This is an optimization exercise on Yosys and OpenROAD, whose aim is a short achievable clock period and few clock cycles, not a production implementation.
Only simulation tests tie the RTL to the original design; equivalence was not proved.
Power is estimated from default activity; no workload was simulated.

[flow/design.v]
module FemtoRV32(
   input        clk,
   input        reset,
   output reg [31:0] mem_addr,
   output [31:0] mem_wdata,
   output reg [3:0]  mem_wmask,
   input  [31:0] mem_rdata,
   output reg    mem_rstrb,
   input         mem_rbusy,
   input         mem_wbusy
);
   parameter RESET_ADDR = 32'h00000000;
   parameter ADDR_WIDTH = 24;
   localparam FETCH_INSTR = 0;
   localparam WAIT_INSTR = 1;
   localparam EXECUTE = 2;
   localparam WAIT_ALU_OR_MEM = 3;
   reg [3:0] state;
   reg writeBack;
   reg [31:2] instr;
   reg [31:0] cycles;
   wire [4:0] rdId = instr[11:7];
   wire [7:0] funct3Is = 8'b00000001 << instr[14:12];
   wire [31:0] Uimm = {instr[31], instr[30:12], {12{1'b0}}};
   wire [31:0] Iimm = {{21{instr[31]}}, instr[30:20]};
   wire [31:0] Simm = {{21{instr[31]}}, instr[30:25], instr[11:7]};
   wire [31:0] Bimm = {{20{instr[31]}}, instr[7], instr[30:25], instr[11:8], 1'b0};
   wire [31:0] Jimm = {{12{instr[31]}}, instr[19:12], instr[20], instr[30:21], 1'b0};
   wire isLoad    = (instr[6:2] == 5'b00000);
   wire isALUimm  = (instr[6:2] == 5'b00100);
   wire isStore   = (instr[6:2] == 5'b01000);
   wire isALUreg  = (instr[6:2] == 5'b01100);
   wire isSYSTEM  = (instr[6:2] == 5'b11100);
   wire isJAL     = instr[3];
   wire isJALR    = (instr[6:2] == 5'b11001);
   wire isLUI     = (instr[6:2] == 5'b01101);
   wire isAUIPC   = (instr[6:2] == 5'b00101);
   wire isBranch  = (instr[6:2] == 5'b11000);
   wire isALU = isALUimm | isALUreg;
   reg [31:0] rs1;
   reg [31:0] rs2;
   reg [31:0] registerFile [31:0];
   always @(negedge clk) begin
     registerFile[0] <= 0;
     if (writeBack && (rdId != 0)) begin
       registerFile[rdId] <= writeBackData;
     end
   end
   wire [31:0] aluIn1 = rs1;
   wire [31:0] aluIn2 = (isALUreg | isBranch) ? rs2 : Iimm;
   reg [31:0] aluReg;
   reg [4:0]  aluShamt;
   wire aluBusy = |aluShamt;
   wire aluWr = (state == EXECUTE) & isALU;
   wire [31:0] aluPlus = aluIn1 + aluIn2;
   wire [32:0] aluMinus = {1'b1, ~aluIn2} + {1'b0, aluIn1} + 33'b1;
   wire LT  = (aluIn1[31] ^ aluIn2[31]) ? aluIn1[31] : aluMinus[32];
   wire LTU = aluMinus[32];
   wire EQ  = (aluMinus[31:0] == 0);
   wire [31:0] aluOut =
     (funct3Is[0]  ? (instr[30] & instr[5] ? aluMinus[31:0] : aluPlus) : 32'b0) |
     (funct3Is[2]  ? {31'b0, LT} : 32'b0) |
     (funct3Is[3]  ? {31'b0, LTU} : 32'b0) |
     (funct3Is[4]  ? (aluIn1 ^ aluIn2) : 32'b0) |
     (funct3Is[6]  ? (aluIn1 | aluIn2) : 32'b0) |
     (funct3Is[7]  ? (aluIn1 & aluIn2) : 32'b0) |
     ((funct3Is[1] | funct3Is[5]) ? aluReg : 32'b0);
   always @(posedge clk) begin
      if (!reset) begin
        aluShamt <= 0;
      end else begin
         if(aluWr && (funct3Is[1] | funct3Is[5])) begin
            aluReg <= aluIn1;
            aluShamt <= aluIn2[4:0];
         end else if (|aluShamt) begin
            aluShamt <= aluShamt - 1;
            aluReg <= funct3Is[1] ? (aluReg << 1) : 
                     {instr[30] & aluReg[31], aluReg[31:1]};
         end
      end
   end
   wire predicate =
        (funct3Is[0] & EQ)  |  
        (funct3Is[1] & !EQ) |  
        (funct3Is[4] & LT)  |  
        (funct3Is[5] & !LT) |  
        (funct3Is[6] & LTU) |  
        (funct3Is[7] & !LTU);  
   reg [ADDR_WIDTH-1:0] PC;
   wire [ADDR_WIDTH-1:0] PCplus4 = PC + 4;
   wire [ADDR_WIDTH-1:0] PCplusImm = PC + (instr[3] ? Jimm[ADDR_WIDTH-1:0] :
                                          instr[4] ? Uimm[ADDR_WIDTH-1:0] :
                                          Bimm[ADDR_WIDTH-1:0]);
   wire [ADDR_WIDTH-1:0] loadstore_addr = rs1[ADDR_WIDTH-1:0] +
                     (instr[5] ? Simm[ADDR_WIDTH-1:0] : Iimm[ADDR_WIDTH-1:0]);
   wire [31:0] writeBackData  =
      (isSYSTEM ? cycles : 32'b0) |
      (isLUI    ? Uimm : 32'b0) |
      (isALU    ? aluOut : 32'b0) |
      (isAUIPC  ? PCplusImm : 32'b0) |
      ((isJALR | isJAL) ? PCplus4 : 32'b0) |
      (isLoad   ? LOAD_data : 32'b0);
   wire mem_byteAccess = (instr[13:12] == 2'b00);
   wire mem_halfwordAccess = (instr[13:12] == 2'b01);
   wire LOAD_sign = !instr[14] & (mem_byteAccess ? LOAD_byte[7] : LOAD_halfword[15]);
   wire [31:0] LOAD_data =
         mem_byteAccess ? {{24{LOAD_sign}}, LOAD_byte} :
         mem_halfwordAccess ? {{16{LOAD_sign}}, LOAD_halfword} :
         mem_rdata;
   wire [15:0] LOAD_halfword = loadstore_addr[1] ? mem_rdata[31:16] : mem_rdata[15:0];
   wire [7:0] LOAD_byte = loadstore_addr[0] ? LOAD_halfword[15:8] : LOAD_halfword[7:0];
   assign mem_wdata[7:0]   = rs2[7:0];
   assign mem_wdata[15:8]  = loadstore_addr[0] ? rs2[7:0]  : rs2[15:8];
   assign mem_wdata[23:16] = loadstore_addr[1] ? rs2[7:0]  : rs2[23:16];
   assign mem_wdata[31:24] = loadstore_addr[0] ? rs2[7:0]  :
                            loadstore_addr[1] ? rs2[15:8] : rs2[31:24];
   wire [3:0] STORE_wmask =
      mem_byteAccess ?
            (loadstore_addr[1] ?
                  (loadstore_addr[0] ? 4'b1000 : 4'b0100) :
                  (loadstore_addr[0] ? 4'b0010 : 4'b0001)) :
      mem_halfwordAccess ?
            (loadstore_addr[1] ? 4'b1100 : 4'b0011) :
            4'b1111;
   wire jumpToPCplusImm = isJAL | (isBranch & predicate);
   wire needToWait = isLoad | isStore | (isALU & (funct3Is[1] | funct3Is[5]));
   always @(posedge clk) begin
      if(!reset) begin
         state <= WAIT_ALU_OR_MEM;
         PC <= RESET_ADDR[ADDR_WIDTH-1:0];
         rs1 <= 0;
         rs2 <= 0;
         mem_wmask <= 0;
         cycles <= 0;
         instr <= 0;
      end else begin
         cycles <= cycles + 1;
         case(state)
            FETCH_INSTR: begin
                     mem_wmask <= 0;
               state <= WAIT_INSTR;
            end
            WAIT_INSTR: begin
                     mem_wmask <= 0;
               if(!mem_rbusy) begin
                  rs1 <= registerFile[mem_rdata[19:15]];
                  rs2 <= registerFile[mem_rdata[24:20]];
                  instr <= mem_rdata[31:2];
                  state <= EXECUTE;
               end
            end
            EXECUTE: begin
               mem_wmask <= {4{isStore}} & STORE_wmask;
               if(isJALR) begin
                  PC <= {aluPlus[ADDR_WIDTH-1:1], 1'b0};
               end else begin
                  PC <= jumpToPCplusImm ? PCplusImm : PCplus4;
               end
               state <= needToWait ? WAIT_ALU_OR_MEM : FETCH_INSTR;
            end
            WAIT_ALU_OR_MEM: begin
                     mem_wmask <= 0;
               if(!mem_rbusy & !mem_wbusy & !aluBusy) begin
                  state <= FETCH_INSTR;
               end
            end
            default: state <= WAIT_INSTR;
         endcase
      end
   end
   always @(*) begin
      if(!reset) begin
         mem_rstrb = 0;
         writeBack = 0;
      end else begin
         case(state)
            FETCH_INSTR: begin
               mem_rstrb = 1;
               writeBack = 0;
            end
            WAIT_INSTR: begin
               mem_rstrb = 0;
               writeBack = 0;
            end
            EXECUTE: begin
               mem_rstrb = isLoad;
               writeBack = ~(isBranch | isStore);
            end
            WAIT_ALU_OR_MEM: begin
               mem_rstrb = 0;
               writeBack = ~(isBranch | isStore);
            end
            default: begin
               mem_rstrb = 0;
               writeBack = 0;
            end
         endcase
      end
   end
   always @(*) begin
      if(!reset) begin
         mem_addr = 0;
      end else begin
         if ((state == WAIT_INSTR) || (state == FETCH_INSTR)) begin
            mem_addr = PC;
         end else begin
            mem_addr = loadstore_addr;
         end
      end
   end
endmodule
[flow/config.mk]
export PLATFORM = sky130hd
export DESIGN_NAME = FemtoRV32
export DESIGN_NICKNAME = FemtoRV32
export VERILOG_FILES = /design/flow/design.v
export SDC_FILE = /design/flow/constraint.sdc
export NUM_CORES = 4
export LEC_CHECK = 0
export CAP_MARGIN = 20
export CORE_MARGIN = 2
export CORE_UTILIZATION = 40
export SLEW_MARGIN = 20
[flow/constraint.sdc]
create_clock -name core_clock -period 12.0 [get_ports {clk}]
set_input_delay 2.4000 -clock core_clock [delete_from_list [all_inputs] [get_ports {clk}]]
set_output_delay 2.4000 -clock core_clock [all_outputs]
set_load 0.01 [all_outputs]
[flow/run.sh]
#!/bin/bash
# synth_recipe.tcl (not shown) runs the flow's synth.tcl, then flattens the netlist and writes it again
# the make line also repeats each setting of config.mk as NAME=value (left out here)
make -C /OpenROAD-flow-scripts/flow DESIGN_CONFIG=/design/flow/config.mk WORK_HOME=/design/flow/orfs CLKGATE_MAP_FILE= SYNTH_SCRIPT=/design/flow/synth_recipe.tcl finish
==> summary.txt <==
outcome no timing/DRC/antenna violations; 1st-pass router iterations 9; flop2flop setup slack 0.26 ns; worst skew pair latency 0.81 ns; clock share of power 36.6%; GRT Total Usage 28.5%; top cell type by total area after synthesis edfxtp_1; cts hold-fix bufs 0; # DRC 0; sw frac 36.5%; worst path bufs/invs 4; die footprint 166,000 µm²; Final Net Count 5,824; Peak VDD IR 0.127 mV; sequential area share after synthesis 53.0%; die height 408 µm; Routed Wire Length 241,000 µm; Hold Crit Depth 2; Layout area overhead 20.5%; Routed Antenna Nets 0; DRT iter0 DRCs 6,707; CTS root buffer clkbuf_16; Yosys Warn Count 1; Logic pwr share 26.1%; I/O Pins 105; syn_area_per_cell 14.6 µm²; GP Congestion 1.02; Net Switching 5.61 mW; Critical Path Stages 22; reg2reg path depth 22; total gr overflow 0; CP peak stage delay 0.48 ns; slowest stage cell, crit path dfxtp_1; CP Class reg2reg; max cap viols 0; Starting Density 40.2%; DP HPWL 153,000 µm; WP data required 6.51 ns; CTS tree built; Sink Count 1,216; Max FO, Critical Path 16; largest net degree at the start of global routing 108; CP endpoint kind flop; Clock Path Buffers 3; CP arrival 6.25 ns; I/O Buffers 96; Final Power 15.4 mW; family with the most delay on the worst path compound AO/OA/AOI/OAI gates; routed vias 48.4k; antenna violations before repair 14; most frequent CP cell buf_4; Int Power 9.77 mW; Hold WC Path Type reg2reg; Cell variety after synth 87; RR Startpoint instr[6]$_SDFFE_PN0P_; Pwr Density 196 nW/µm²; final hold vios 0; first-pass GRT wire length 340,000 µm; Slew HR 26.1%; ratio of cells with drive above 1 in the final layout 21.2%; vias in the first global route 48.4k; Least-Margin Pin Slew 1.11 ns; Slew Viols, Final 0; post-synthesis instance area 65,300 µm²; Leak Pwr 31.6 nW; final core occ 48.5%; Site Rows 148; setup violators final 0; sequential power share 37.3%; Yosys top cell area share 47.1%; #FFs+latches synth 1,216; Reg clk slew, reported paths 0.06 ns; EDFF count, synth 1,024; Fin Hold WS 0.500 ns; largest cells by area after synthesis edfxtp_1 (47%), mux4_2 (22%), dfxtp_1 (5.9%), ha_1 (2.8%), nand2_1 (2.1%); drt wl/cell 30.4 µm; top_reg_cell synth edfxtp_1; Finished Cell Area 78,700 µm²; die width 408 µm; Vias/cell 6.10; post-synthesis async set-or-reset flop share 0%; CP cell instances xor2_1, and3_1, mux2i_2, inv_1, ha_1, fa_1, a21o_1, a21oi_1, o21bai_1, a21oi_2, o2111a_1, or3_1, a31oi_1, a211oi_1, o31ai_1, a2111oi_0, nor3_1, xnor2_1, o211ai_1, buf_4, buf_4, buf_6; hold_sp instr[17]$_SDFFE_PN0P_; Sum Neg Setup Slack 0 ns; most numerous cell in the Yosys netlist edfxtp_1; Clock Skew 0.0685 ns; crit path launch instr[6]$_SDFFE_PN0P_; Syn Inst Count 4,461; Core Region 162,000 µm²; Startpoint Class flop; commonest cells in the netlist edfxtp_1 (1,024), mux4_2 (640), nand2_1 (369); Num CTS Buffers 140; H-tree depth 4; Placement Cell Area 70,100 µm²
-- per-layer routing --
layer | wire length, µm | vias up | part of all wire [%] | global-route usage [%]
met5 | 70 | - | 0.029 | 0
met4 | 12200 | 10 | 5.1 | 15.0
met3 | 24700 | 505 | 10 | 7.41
met2 | 108000 | 2872 | 45 | 42.5
met1 | 95600 | 24774 | 40 | 38.5
li1 | - | 20214 | - | -
-- path summary, 6_finish.rpt --
path | end
max | registerFile[3][30]$_DFFE_NP_
min | instr[17]$_SDFFE_PN0P_
max reg2reg | registerFile[3][30]$_DFFE_NP_
min reg2reg | instr[17]$_SDFFE_PN0P_
-- logic make-up after synthesis --
kind of cell | Yosys count | synth area share (%)
adder cells (fa/ha/maj) | 149 | 2.90
multiplexers | 778 | 24.3
other | 1 | 0.00574
flip-flops | 1216 | 53.0
buffers and inverters | 460 | 2.76
XOR/XNOR | 147 | 1.97
AND/OR/NAND/NOR | 947 | 6.75
AO/OA/AOI/OAI | 763 | 8.36
-- state kept, by name (all words and copies together) (netlist names) --
| register | cells |
|---|---|
| cycles | 32 |
| aluReg | 32 |
| PC | 23 |
| instr | 30 |
| aluShamt | 5 |
| rs2 | 32 |
| registerFile | 1024 |
| mem_wmask | 4 |
| state | 2 |
| rs1 | 32 |
-- final cells by class --
class                      count  area, µm²
clock buffer                 158       3720
sequential                  1216      34600
tap                         2175       2720
antenna                        5       12.5
clock inverter              1115       4750
inverter                     120        455
multi-input combinational   2824      29500
timing repair buffer         313       2990
fill                       14234      83700
-- power by group through the flow --
| stage | Sequential (mW) | Clock (mW) | Combinational (mW) |
|---|---|---|---|
| 2_1_floorplan | 5.70 | 0.505 | 2.34 |
| 3_3_place_gp | 5.79 | 0.505 | 3.87 |
| 3_5_place_dp | 5.79 | 0.505 | 3.90 |
| 4_1_cts | 5.73 | 5.76 | 3.92 |
| 5_1_grt | 5.74 | 6.19 | 4.28 |
| 6_report | 5.74 | 5.63 | 4.02 |
-- metrics by stage --
step	instances	setup slack [ns]
5_1_grt	7921	-0.0211
3_5_place_dp	6645	-0.219
3_3_place_gp	6645	-0.201
6_report	7926	0.256
4_1_cts	7917	0.0521
2_1_floorplan	4500	0.0277
-- timing repair --
item | 4_1_cts | 5_1_grt
buffers inserted | 0 | 2
cloned | 0 | 1
endpoints found under the hold margin | 0 | 0
endpoints found under the setup margin | 31 | 31
gates resized for setup | 3 | 1
pin swaps | 1 | 1
-- worst min-delay path, stage by stage (launching register included) --
cell and delay, ns:
dfxtp_1 0.33, nand2_1 0.06, a21boi_0 0.06
-- layout by cell type, fill, tap and decap left out, drive strengths merged, types with 29 or more instances in the layout --
cell,netlist,layout
a21oi,133,133
xnor2,118,118
mux4,640,640
nor2,212,212
o21ai,138,138
dfxtp,192,192
mux2i,100,100
nand3,65,65
clkdlybuf4s50,0,86
and2,45,45
o211a,66,66
clkbuf,233,159
buf,106,226
nand2,369,369
nor3,51,51
a21boi,33,33
xor2,29,29
mux2,38,38
ha,145,145
edfxtp,1024,1024
o211ai,36,36
a21o,65,65
a31oi,58,58
inv,118,1179
conb,1,40
nor2b,58,58
Testbench counts, summed over its fixed seeds: cycles 143,219.
